This design comes from an exercise in tuning for small area, a short achievable clock period and few clock cycles per item on the open sky130 flow, not from production work. At most, simulation tests tie the RTL to the original design; equivalence was not proved. Power is estimated from default activity; no workload was simulated.

Setup of build 62:
// LASER
module LASER (
input CLK,
input RST,
input [3:0] X,
input [3:0] Y,
output reg [3:0] C1X,
output reg [3:0] C1Y,
output reg [3:0] C2X,
output reg [3:0] C2Y,
output reg DONE);
Size: ~4800 cells after synthesis, ~490 flip-flops.
Settings: LEC_CHECK=0, ABC_AREA=1, CAP_MARGIN=20, CORE_MARGIN=2, CORE_UTILIZATION=40, SETUP_SLACK_MARGIN=1.5, SLEW_MARGIN=20; clock period 6.0 ns.
run.sh (not shown) runs the stock make flow with config.mk's settings and CLKGATE_MAP_FILE= SYNTH_SCRIPT=/design/flow/synth_recipe.tcl, a recipe that flattens the netlist after the stock synthesis.
Build 62 was carried through to the last stage, and its layout satisfied the timing, DRC and antenna checks.
Testbench counts of build 62, summed over its fixed seeds: cycles 151,005, items 64.
[inputs] build 14 vs build 62
==> flow/config.mk <==
export PLATFORM = sky130hd
export DESIGN_NAME = LASER
export DESIGN_NICKNAME = LASER
export VERILOG_FILES = /design/flow/design.v
export SDC_FILE = /design/flow/constraint.sdc
export NUM_CORES = 4
export LEC_CHECK = 0
export CAP_MARGIN = 20
export CORE_MARGIN = 2
export CORE_UTILIZATION = 40
export SETUP_SLACK_MARGIN = 2.0
export SLEW_MARGIN = 20
Findings:
Every stage of the flow completed for build 14, and the final layout passed the timing, DRC and antenna checks. Combinational group share of total power: higher on build 14. Number of buffers and inverters on the critical path was higher in the run labelled build 62. Number of sequential cells: build 14 vs build 62, no meaningful difference. Compared build 14 vs build 62, and largest net degree at the start of global routing is down in build 14.
Changes in build 25 relative to build 14:
-- flow/config.mk --
<<< build 14, line 9
export CORE_MARGIN = 2
export CORE_UTILIZATION = 40
export SETUP_SLACK_MARGIN = 2.0
export SLEW_MARGIN = 20
>>> build 25, line 9
export CORE_MARGIN = 2
export CORE_UTILIZATION = 40
export SETUP_SLACK_MARGIN = 1.0
export SLEW_MARGIN = 20
==> run summary <==
Power per unit of standard cell area for build 25: about 9% down relative to build 14. Of the two values seen for leading power group, sequential cells was produced by build 25 and combinational logic by build 14. Build 14 ended up with pr6 as its start point of the critical path; build 25 ended up with PQ[1]. [build 25] layout-stage area growth over the synthesis result fell 8.6 points relative to build 14. Going from build 14 to build 25, the wire length was found to have gone down by about 3.5%. The share of final layout cell area taken by non-clock buffers in build 25 sits 3.1 points below the value recorded for build 14. Of the two values seen for critical path endpoint, rc[6] was produced by build 14 and pr2 by build 25. Build 25 vs. build 14: placer congestion estimate went down by about 0.8%.
diff inputs: build 25 => build 37
-- flow/config.mk --
<<< build 25, line 9
export CORE_MARGIN = 2
export CORE_UTILIZATION = 40
export SETUP_SLACK_MARGIN = 1.0
export SLEW_MARGIN = 20
>>> build 37, line 9
export CORE_MARGIN = 2
export CORE_UTILIZATION = 40
export SETUP_SLACK_MARGIN = 1.5
export SLEW_MARGIN = 20
## What came out
Between build 25 and build 37, the placed instance count does not differ in any meaningful way. The count of vias placed by the detailed router number comes out lower for build 25 vs build 37. [compare] base=build 25 new=build 37: ratio of final minimum period to clock period now smaller, final net count comparable.

LASER, a different RTL version from the one above (not shown whole).
For scale: ~7000 cells after synthesis, roughly 570 flip-flops, roughly 27 I/O pins, about 65000 um^2 of cells after synthesis.
export LEC_CHECK = 0
export CAP_MARGIN = 20
export CORE_MARGIN = 2
export CORE_UTILIZATION = 40
export SETUP_SLACK_MARGIN = 1.0
export SLEW_MARGIN = 20
create_clock -name core_clock -period 6.0 [get_ports {CLK}]
The starting point completed without violations.
==> next run, changes <==
- SETUP_SLACK_MARGIN: 1.0 -> 1.5
The new run finished with timing, DRC and antenna clean.
Synthesized area stays the same.
Register-to-register slack gets better by 0.42 ns.
Global-route usage fell by 0.11 points.
Setup slack gets better by 0.42 ns.
Core utilization rose by 1.3 points.
Sequential share of layout area fell by 0.40 points.
First-iteration DRC count came out higher by 7.7%.
Function was not checked in any run of this note: the RTL went through the layout flow alone.

LASER, a different RTL version from the one above (not shown whole).
Size in the first run: ~5300 cells after synthesis, roughly 650 flip-flops, ~27 I/O pins, about 49000 sq um of cells after synthesis.
make LEC_CHECK=0 CAP_MARGIN=20 CORE_MARGIN=2 CORE_UTILIZATION=40 SETUP_SLACK_MARGIN=3.0 SLEW_MARGIN=20 finish   # period 6.0 ns
Edit:
SETUP_SLACK_MARGIN = 2.5   (was 3.0)
=> The changed run produced a clean layout; core utilization came out lower by 5.7 points; wire length came out lower by 13%; combinational power came out lower by 19%; hold slack is better by 0.0063 ns; via count came out lower by 6.7%; critical path depth came out lower by 1; cell area came out lower by 11%; worst setup slack is worse by 0.18 ns.
No functional check of the RTL was part of any run of this note.

## run 1
Another version of the RTL of LASER (not shown whole).
Size in the first run: about 5100 cells after synthesis, roughly 620 flip-flops, about 27 I/O pins, about 48000 um^2 of cells after synthesis.
Design LASER, start of the top module:
module LASER (
input CLK,
input RST,
input [3:0] X,
input [3:0] Y,
output reg [3:0] C1X,
output reg [3:0] C1Y,
output reg [3:0] C2X,
output reg [3:0] C2Y,
output reg DONE);
Settings: LEC_CHECK=0, CAP_MARGIN=20, CORE_MARGIN=2, CORE_UTILIZATION=40, SETUP_SLACK_MARGIN=3.0, SLEW_MARGIN=20; clock period 6.0 ns.
[inputs] run 2 vs run 1
# run 1
export LEC_CHECK = 0
export CAP_MARGIN = 20
export CORE_MARGIN = 2
export CORE_UTILIZATION = 40
export SETUP_SLACK_MARGIN = 3.0
export SLEW_MARGIN = 20
create_clock -name core_clock -period 6.0 [get_ports {CLK}]
# run 2
export LEC_CHECK = 0
export CAP_MARGIN = 20
export CORE_MARGIN = 2
export CORE_UTILIZATION = 40
export SETUP_SLACK_MARGIN = 2.5
export SLEW_MARGIN = 20
create_clock -name core_clock -period 6.0 [get_ports {CLK}]
Results
Relative to run 1, run 2 improves setup skew after layout.
HPWL reported at the end of detailed placement, run 1 and run 2: smaller value in run 2
Count of multi-input combinational gates of run 2 is on par with run 1.
Wire length, run 2 vs run 1: down by a few percent
On sequential cell area, run 1 tracks run 2 almost exactly.
Summary — share of power burned in combinational logic, run 2 relative to run 1: lower, by 1.8 points.
The run with more setup slack is run 1; run 2 has less.
No run of this note included a check of the RTL's function; only the layout flow was run.

Another version of the RTL of LASER (not shown whole).
Size in the first run: about 510 flip-flops, ~27 I/O pins, roughly 40000 um^2 of cells after synthesis.
Settings: LEC_CHECK=0, ABC_CLOCK_PERIOD_IN_PS=3500, CAP_MARGIN=20, CORE_MARGIN=2, CORE_UTILIZATION=40, SETUP_SLACK_MARGIN=1.5, SLEW_MARGIN=20; clock period 6.0 ns.
Edit:
Settings changed: ABC_CLOCK_PERIOD_IN_PS 3500 to 2500.
What happened:
- combinational power hardly moves
- wire length is unchanged
- setup slack does not change
- worst hold slack stays the same
Edit:
Settings changed: ABC_CLOCK_PERIOD_IN_PS 2500 to not set.
Result: The new run passed the timing, DRC and antenna checks; design area stays the same; routed wire length does not change; area after synthesis stays the same; sequential share of layout area stays the same; cell count is unchanged; first-iteration DRC count does not change; clock skew is unchanged.
No run of this note included a check of the RTL's function; only the layout flow was run.

Another version of the RTL of LASER (not shown whole).
For scale: ~4000 cells after synthesis, roughly 420 flip-flops, roughly 27 I/O pins, ~0.037 mm² of cells after synthesis.
make LEC_CHECK=0 CAP_MARGIN=20 CORE_MARGIN=2 CORE_UTILIZATION=40 SLEW_MARGIN=20 finish   # period 6.0 ns
Testbench counts at the start, summed over its fixed seeds: cycles 258,624, items 64.
Change:
Settings changed: SETUP_SLACK_MARGIN set to 1.5.
=>
- sequential share of layout area fell by 0.96 points
- register-to-register slack is better by 0.39 ns
- worst hold slack loses 0.024 ns
- global-route usage climbs by 1.3 points
- combinational power grows by about 4%
- final cell count rises by 1.4%
- wire length grows by 10%
- setup slack is better by 0.39 ns
- flip-flop and latch count does not change
- critical path depth went down by 1
- via count is higher by 3.3%

Another version of the RTL of LASER (not shown whole).
For scale: ~7100 cells after synthesis, ~570 flip-flops.
Settings: LEC_CHECK=0, CAP_MARGIN=20, CORE_MARGIN=2, CORE_UTILIZATION=60, PLACE_DENSITY=0.75, SETUP_SLACK_MARGIN=2.0, SLEW_MARGIN=20; clock period 6.0 ns.
Testbench counts at the start, summed over its fixed seeds: cycles 130,752, items 64.
Edit:
--- a/flow/config.mk
+++ b/flow/config.mk
@@ -10,3 +10 @@
-export CORE_UTILIZATION = 60
-export PLACE_DENSITY = 0.75
-export SETUP_SLACK_MARGIN = 2.0
+export CORE_UTILIZATION = 40
Count of clock-buffer cells in the layout grows by 12.
Global-route usage drops by 13 points.
Setup slack degrades by 700 ps.
Die area grows by well over a third.
Register-to-register slack got worse by 700 ps.
Hold slack got worse by 3.7 ps.
Area after synthesis does not change.
Routed wire length shrinks by a few percent.
Via count goes down by a few percent.
Maximum frequency falls by roughly a tenth.
Edit:
--- a/flow/config.mk
+++ b/flow/config.mk
@@ -10 +10,3 @@
-export CORE_UTILIZATION = 40
+export CORE_UTILIZATION = 60
+export PLACE_DENSITY = 0.75
+export SETUP_SLACK_MARGIN = 1.5
Outcome:
- The new run finished with timing, DRC and antenna clean
- total power went up by 1.1%
- clock-buffer cell count went down by 6
- utilization went up by 22 points
- register-to-register slack gains 610 ps
- synthesized cell count stays the same
- global-route usage went up by 13 points
- critical path depth went down by 3

run A:
Another version of the RTL of LASER (not shown whole).
Size in the first run: roughly 4,200 cells after synthesis, ~510 flip-flops, roughly 27 I/O pins.
clock: 6.0 ns
lec_check: 0
cap_margin: 20
core_margin: 2
core_utilization: 40
setup_slack_margin: 2.0
slew_margin: 20
Testbench counts of run A, summed over its fixed seeds: cycles 151,005, items 64.
What run B does differently from run A at the input level:
--- a/flow/config.mk
+++ b/flow/config.mk
@@ -10,3 +10,5 @@
 export CORE_UTILIZATION = 40
-export SETUP_SLACK_MARGIN = 2.0
+export CTS_BUF_LIST = sky130_fd_sc_hd__clkbuf_8
+export CTS_CLUSTER_SIZE = 20
+export SETUP_SLACK_MARGIN = 1.5
 export SLEW_MARGIN = 20
Findings:
- Length in cells of the worst reg-to-reg path ends up lower on run B.
- What run B reported for combinational power has to be multiplied by 1.16 to get the figure for run A.
- Run B reports a lower clock power than run A does.
- Going from run A to run B, power shrinks by 7.6%.
- Summary of run B over run A: global-route congestion overflow total was more or less identical, arrival time at the worst endpoint +0.09 ns, placed wire-length estimate after detailed placement picked up an extra about 1.2%.
- Looking at final design instance area without fill, run B sits 4.7% below run A.
Input-level comparison between run C and run B:
--- a/flow/config.mk
+++ b/flow/config.mk
@@ -10,5 +10,3 @@
 export CORE_UTILIZATION = 40
-export CTS_BUF_LIST = sky130_fd_sc_hd__clkbuf_8
-export CTS_CLUSTER_SIZE = 20
-export SETUP_SLACK_MARGIN = 1.5
+export SETUP_SLACK_MARGIN = 1.75
 export SLEW_MARGIN = 20
- In run C, flip-flop and latch share of the layout cell area is lower than in run B.
- Going from run B to run C, final design area excluding fillers grew by a few percent.
- As of run C, combinational group power had risen by a little under 10% compared to run B.
- The clock network as the top power consumer group was reported by run C, and registers by run B.
For run D, these inputs were changed with respect to run C:
--- a/flow/config.mk
+++ b/flow/config.mk
@@ -10,3 +10,3 @@
 export CORE_UTILIZATION = 40
-export SETUP_SLACK_MARGIN = 1.75
+export SETUP_SLACK_MARGIN = 1.5
 export SLEW_MARGIN = 20
Results
Sort run C and run D by layout clock buffer count, ascending, and run D comes first. Run D vs. run C: worst hold slack saw a decrease, instance count after placement with tap cells included saw little to no change, clock network area share saw little to no change, routed length on met1 saw an increase. Run C ended up with prev[2] as its capture point of the critical path; run D ended up with pr3. Status: power drawn by the sequential cells parity (run D, run C). Of the two values seen for start point of the critical path, PQ[8] was produced by run D and pr6 by run C. Per the comparison of run D with run C, fill cell instance count of the final layout climbed about 1.5%, area added between synthesis and finish dropped 2.4 points. Going from run C to run D, wire length on met2 saw a decrease; highest achievable clock rate went down about 2.6%; met2 capacity usage during global routing went down by 0.87 points.

RTL: one of the versions met above, not the one the previous note started from.
Size in the first run: ~7,100 cells after synthesis, about 570 flip-flops, roughly 27 I/O pins, about 0.066 mm² of cells after synthesis.
==> flow/config.mk <==
export PLATFORM = sky130hd
export DESIGN_NAME = LASER
export DESIGN_NICKNAME = LASER
export VERILOG_FILES = /design/flow/design.v
export SDC_FILE = /design/flow/constraint.sdc
export NUM_CORES = 4
export LEC_CHECK = 0
export CAP_MARGIN = 20
export CORE_MARGIN = 2
export CORE_UTILIZATION = 40
export SETUP_SLACK_MARGIN = 2.5
export SLEW_MARGIN = 20
==> flow/constraint.sdc <==
create_clock -name core_clock -period 6.0 [get_ports {CLK}]
set_input_delay 1.2000 -clock core_clock [delete_from_list [all_inputs] [get_ports {CLK}]]
set_output_delay 1.2000 -clock core_clock [all_outputs]
set_load 0.01 [all_outputs]
Testbench counts at the start, summed over its fixed seeds: cycles 130,752, items 64.
Then changed:
SETUP_SLACK_MARGIN = 1.5   (was 2.5)
Effect:
- die area stays the same
- fmax shrinks by 3.2%
- critical path depth grows by 1
- global-route usage shrinks by 1.2 points
- hold slack gets better by 0.011 ns
- sequential power barely changes
- design area shrinks by 8.0%
- setup slack gets worse by 0.14 ns
- first-iteration DRC count grows by 1.3%

==> port drivers added, routing unchanged <==
Ports are ideal in the flow. The routed layouts listed here were re-timed in OpenROAD.
Step 1: set_driving_cell puts a clkbuf_16 on CLK and a buf_2 on each other input, an assumption about the parent block.
Step 2, shift: input delay + t, output delay - t, t = (earliest + latest rising clock arrival at the registers) / 2. This alone moves slack from input paths to output paths.
Three values: ideal ports, drivers, drivers and shift; two values: the first two.
run	t, ns	setup WS [ns]	worst hold slack (ns)	clock arrival spread, ns	worst data-port slew with drivers (ns)
build 62	0.714	1.519 / 1.519 / 1.519	0.343 / 0.343 / 0.343	0.019 / 0.019	0.06
build 14	0.744	1.643 / 1.643 / 1.643	0.346 / 0.346 / 0.346	0.042 / 0.041	0.05
build 25	0.710	1.191 / 1.191 / 1.191	0.345 / 0.345 / 0.345	0.039 / 0.039	0.05
build 37	0.728	1.568 / 1.568 / 1.568	0.335 / 0.335 / 0.335	0.055 / 0.054	0.04
the first run of note 2	0.783	1.036 / 1.036 / 1.036	0.346 / 0.346 / 0.346	0.047 / 0.048	0.04
the second run of note 2	0.785	1.455 / 1.455 / 1.455	0.307 / 0.307 / 0.307	0.058 / 0.058	0.06
the first run of note 3	0.730	2.790 / 2.790 / 2.790	0.316 / 0.316 / 0.316	0.046 / 0.047	0.07
the second run of note 3	0.728	2.612 / 2.612 / 2.612	0.322 / 0.322 / 0.322	0.052 / 0.051	0.05
run 1	0.736	2.200 / 2.200 / 2.200	0.311 / 0.311 / 0.311	0.048 / 0.048	0.05
run 2	0.730	2.196 / 2.196 / 2.196	0.323 / 0.323 / 0.323	0.035 / 0.035	0.05
the first run of note 5	0.705	1.561 / 1.561 / 1.561	0.337 / 0.337 / 0.337	0.034 / 0.034	0.05
the second run of note 5	0.705	1.561 / 1.561 / 1.561	0.337 / 0.337 / 0.337	0.034 / 0.034	0.05
the third run of note 5	0.705	1.561 / 1.561 / 1.561	0.337 / 0.337 / 0.337	0.034 / 0.034	0.05
the first run of note 6	0.674	0.969 / 0.969 / 0.969	0.348 / 0.348 / 0.348	0.042 / 0.042	0.03
the second run of note 6	0.694	1.358 / 1.358 / 1.358	0.323 / 0.323 / 0.323	0.034 / 0.035	0.06
the first run of note 7	0.730	1.650 / 1.650 / 1.650	0.340 / 0.340 / 0.340	0.041 / 0.041	0.03
the second run of note 7	0.766	0.947 / 0.947 / 0.947	0.337 / 0.337 / 0.337	0.039 / 0.039	0.04
the third run of note 7	0.730	1.552 / 1.552 / 1.552	0.346 / 0.346 / 0.346	0.051 / 0.052	0.09
run A	0.733	1.598 / 1.598 / 1.598	0.342 / 0.342 / 0.342	0.083 / 0.084	0.05
run B	0.819	1.556 / 1.556 / 1.556	0.342 / 0.342 / 0.342	0.062 / 0.063	0.04
run C	0.730	1.712 / 1.712 / 1.712	0.347 / 0.347 / 0.347	0.020 / 0.021	0.04
run D	0.740	1.598 / 1.598 / 1.598	0.327 / 0.327 / 0.327	0.049 / 0.049	0.04
the first run of note 9	0.786	1.714 / 1.714 / 1.714	0.330 / 0.330 / 0.330	0.034 / 0.034	0.04
the second run of note 9	0.756	1.572 / 1.572 / 1.572	0.341 / 0.341 / 0.341	0.034 / 0.034	0.03
After both steps setup and hold are still met in every run listed.
